This design comes from an exercise in tuning for small area, a short achievable clock period and few clock cycles per item on the open sky130 flow, not from production work.
In this exercise RTL edits were held to simulation tests only and were not proved equivalent to the original.

==> flow/design.v <==
`timescale 1ns / 1ps
module crc_generator(
input clk,reset,
input s_axis_input_tvalid,
output logic s_axis_input_tready,
input [7:0]s_axis_input_tdata,
input s_axis_input_tlast,
output logic m_axis_output_tvalid,
input  m_axis_output_tready,
output logic [7:0]m_axis_output_tdata,
output logic m_axis_output_tlast
    );
logic [23:0] crc;
logic [7:0]  skid_data;
logic        skid_valid;
logic [1:0]  emit_cnt;       
logic        emit;           
wire s_fire  = s_axis_input_tvalid & s_axis_input_tready;
wire o_free  = ~m_axis_output_tvalid | m_axis_output_tready;
wire ld_crc  = emit & ~skid_valid;
wire o_load  = o_free & (skid_valid | emit | s_axis_input_tvalid);
wire skid_take = s_fire & (skid_valid | emit | ~o_free);
wire [23:0] crc_next = crc24_d8(crc, m_axis_output_tdata);
function [23:0] crc24_d8(input [23:0] c, input [7:0] d);
    integer k;
    reg [23:0] r;
    begin
        r = c;
        for (k = 7; k >= 0; k = k - 1)
            r = {r[22:0], 1'b0} ^ ((d[k] ^ r[23]) ? 24'h864CFB : 24'h0);
        crc24_d8 = r;
    end
endfunction
wire [1:0] emit_cnt_n = (s_fire & s_axis_input_tlast) ? 2'd3 :
                        (o_free & ld_crc) ? emit_cnt - 2'd1 : emit_cnt;
wire       skid_valid_n = skid_take | (skid_valid & ~o_free);
always @(posedge clk) begin
    if (reset) begin
        crc <= 24'h0;
        m_axis_output_tdata <= 8'h0;
        skid_valid <= 1'b0;
        emit_cnt <= 2'd0;
        emit <= 1'b0;
        m_axis_output_tvalid <= 1'b0;
        s_axis_input_tready <= 1'b1;
    end else begin
        if (o_load) begin
            crc <= crc_next;
            m_axis_output_tdata <= skid_valid ? skid_data :
                                   emit ? crc_next[23:16] : s_axis_input_tdata;
        end
        skid_valid <= skid_valid_n;
        emit_cnt <= emit_cnt_n;
        emit <= (emit_cnt_n != 2'd0);
        if (o_free)
            m_axis_output_tvalid <= o_load;
        s_axis_input_tready <= ~skid_valid_n & (emit_cnt_n == 2'd0);
    end
end
always @(posedge clk) begin
    if (o_load)
        m_axis_output_tlast <= ld_crc & (emit_cnt == 2'd1);
    if (skid_take)
        skid_data <= s_axis_input_tdata;
end
endmodule
export LEC_CHECK = 0
export CAP_MARGIN = 20
export CORE_MARGIN = 2
export CORE_UTILIZATION = 50
export SETUP_SLACK_MARGIN = 4.1
export SLEW_MARGIN = 20
create_clock -name core_clock -period 5.5 [get_ports {clk}]
run.sh (not shown) runs the stock make flow with config.mk's settings and CLKGATE_MAP_FILE= SYNTH_SCRIPT=/design/flow/synth_recipe.tcl, a recipe that flattens the netlist after the stock synthesis.
The starting point completed with no timing, DRC or antenna violations.
Testbench counts at the start, summed over its fixed seeds: cycles 15,304, blocks 64.
Edit:
--- a/flow/config.mk
+++ b/flow/config.mk
@@ -6,7 +6,8 @@
 export NUM_CORES = 8
 export LEC_CHECK = 0
+export ABC_CLOCK_PERIOD_IN_PS = 1800
 export CAP_MARGIN = 20
 export CORE_MARGIN = 2
 export CORE_UTILIZATION = 50
-export SETUP_SLACK_MARGIN = 4.1
+export SETUP_SLACK_MARGIN = 3.5
 export SLEW_MARGIN = 20
=>
- The changed run completed with no timing, DRC or antenna violations
- design area fell by 21%
- via count goes down by about 15%
- clock skew is about the same
- count of clock-buffer cells in the layout rose by 1
- worst setup slack improves by 0.037 ns
Edit:
--- a/flow/config.mk
+++ b/flow/config.mk
@@ -6,5 +6,5 @@
 export NUM_CORES = 8
 export LEC_CHECK = 0
-export ABC_CLOCK_PERIOD_IN_PS = 1800
+export ABC_AREA = 1
 export CAP_MARGIN = 20
 export CORE_MARGIN = 2
What happened: The changed run went through all stages and came out clean. Core utilization came out higher by 1.2 points. Clock-buffer cell count shrinks by 1. Die area goes up by a little under a tenth. Sequential share of layout area went down by 3.3 points. Setup slack gets better by 0.030 ns. Cell area grows by roughly a tenth. Maximum frequency grows slightly. Sequential cell count is unchanged. Wire length increases by roughly a tenth. Synthesized area climbs by a little under a tenth.
Edit:
--- a/flow/config.mk
+++ b/flow/config.mk
@@ -6,8 +6,6 @@
 export NUM_CORES = 8
 export LEC_CHECK = 0
-export ABC_AREA = 1
 export CAP_MARGIN = 20
 export CORE_MARGIN = 2
 export CORE_UTILIZATION = 50
-export SETUP_SLACK_MARGIN = 3.5
 export SLEW_MARGIN = 20
Synthesized area drops by 8.0%.
Non-clock buffer count goes down by 37.
Worst hold slack loses 0.022 ns.
Count of clock-buffer cells in the layout grows by 1.
Cell area fell by 23%.
Worst setup slack is worse by 1.3 ns.
First-iteration DRC count fell by 41%.
Global-route usage came out lower by 3.7 points.
Die area came out lower by 7.6%.
Synthesized cell count falls by 23%.
Maximum frequency goes down by 40%.
Edit:
--- a/flow/config.mk
+++ b/flow/config.mk
@@ -6,6 +6,8 @@
 export NUM_CORES = 8
 export LEC_CHECK = 0
+export ABC_CLOCK_PERIOD_IN_PS = 2000
 export CAP_MARGIN = 20
 export CORE_MARGIN = 2
 export CORE_UTILIZATION = 50
+export SETUP_SLACK_MARGIN = 3.3
 export SLEW_MARGIN = 20
=> The changed run ran to the end with no violations. Sequential share of layout area drops by 2.8 points. Wire length climbs by 13%. Critical path depth drops by 2. Clock-buffer cell count stays the same. Cell area climbs by 9.8%. Global-route usage climbs by 2.4 points. Synthesized cell count is unchanged.

run 1:
RTL: the design.v shown in full above, as it stands there.
export LEC_CHECK = 0
export CAP_MARGIN = 20
export CORE_MARGIN = 2
export CORE_UTILIZATION = 50
export SETUP_SLACK_MARGIN = 3.3
export SLEW_MARGIN = 20
create_clock -name core_clock -period 5.5 [get_ports {clk}]
Testbench counts of run 1, summed over its fixed seeds: cycles 15,304, blocks 64.
Relative to run 1, the following input files were edited for run 2:
-- flow/config.mk --
<<< run 1, line 11
export SETUP_SLACK_MARGIN = 3.3
>>> run 2, line 11
export SETUP_SLACK_MARGIN = 3.9
[summary]
Global router's overall resource usage in run 2 is 9.5 points higher than in run 1
Relative to run 1, cell depth of the worst setup path increased by 3 in run 2.
Run 2 vs run 1: number of buffers other than clock buffers in the final layout up in run 2
[run 2 vs run 1] final routed wirelength across all metal layers: higher in run 2
Looking at relative area of non-clock buffer cells in the final design, run 2 sits 7.7 points above run 1.
Taking run 1 as 1.0, run 2 lands at 1.3 on via count.
Compared with run 1, run 2 shows a endpoint arrival time on the critical path that is 140 ps lower.
When the final numbers for run 1 and run 2 were put side by side, the worst setup slack after layout turned out to be smaller in run 1.
For run 3, these inputs were changed with respect to run 2:
-- flow/config.mk --
<<< run 2, line 11
export SETUP_SLACK_MARGIN = 3.9
>>> run 3, line 11
export CTS_CLUSTER_DIAMETER = 200
export CTS_CLUSTER_SIZE = 60
export SETUP_SLACK_MARGIN = 3.4
Results
Run 3 | status: complete | timing, DRC, antenna: pass. Summary of run 3 over run 2: number of enable flip-flop cells after synthesis saw little to no change, area occupied by registers down about 1.9%.
Changes in run 4 relative to run 3:
-- flow/config.mk --
<<< run 3, line 11
export CTS_CLUSTER_DIAMETER = 200
export CTS_CLUSTER_SIZE = 60
export SETUP_SLACK_MARGIN = 3.4
>>> run 4, line 11
export SETUP_SLACK_MARGIN = 3.0
Comparing run 4 and run 3, the higher sequential share of layout area was measured on run 4. Run 4 ended with less proportion of cell area occupied by multi-input gates than run 3. Non-clock buffer count came out lower on run 4 than on run 3. Against run 3, the final cell area of run 4 is lower. met2 usage in global routing ends up higher on run 3. Run 3 ended up with m_axis_output_tdata[2] as its end of the critical path; run 4 ended up with m_axis_output_tdata[7]. Relative to run 3, total wire length after detailed routing has gone down in run 4.

-- re-timing with driven ports --
How much do the figures lean on ideal ports? The routed layouts below were timed once more, with nothing changed but the port constraints. Step 1, drivers: a clkbuf_16 drives clk and a buf_2 each remaining input, both assumed. Step 2 adds t to the input delays and takes it off the output delays; t is the mean of the earliest and latest rising clock arrival at the registers after step 1. Input paths then give back, and output paths get back, about the clock's delay inside the block. Slacks: ideal / step 1 / step 2; pairs: ideal / step 1.
run | shift t [ns] | slack for setup (ns) | hold WS [ns] | latest minus earliest clock arrival (ns)
the first run of note 1 | 0.328 | 3.439 / 3.414 / 3.086 | 0.510 / 0.510 / 0.510 | 0.005 / 0.004
the second run of note 1 | 0.331 | 3.476 / 3.476 / 3.152 | 0.467 / 0.467 / 0.467 | 0.002 / 0.003
the third run of note 1 | 0.336 | 3.506 / 3.494 / 3.175 | 0.488 / 0.488 / 0.488 | 0.007 / 0.008
the fourth run of note 1 | 0.322 | 2.171 / 2.173 / 1.851 | 0.466 / 0.466 / 0.466 | 0.009 / 0.009
the fifth run of note 1 | 0.323 | 3.336 / 3.342 / 3.019 | 0.465 / 0.465 / 0.465 | 0.009 / 0.008
run 1 | 0.323 | 3.336 / 3.342 / 3.019 | 0.465 / 0.465 / 0.465 | 0.009 / 0.008
run 2 | 0.339 | 3.421 / 3.421 / 3.083 | 0.486 / 0.486 / 0.486 | 0.016 / 0.016
run 3 | 0.329 | 3.404 / 3.377 / 3.131 | 0.460 / 0.460 / 0.460 | 0.008 / 0.007
run 4 | 0.323 | 3.044 / 3.039 / 2.723 | 0.468 / 0.468 / 0.468 | 0.005 / 0.006
After both steps setup and hold are still met in every run listed. The setup slack of the first run of note 1, which loses most, moves by -0.025 ns with the drivers and by -0.353 ns with both steps.
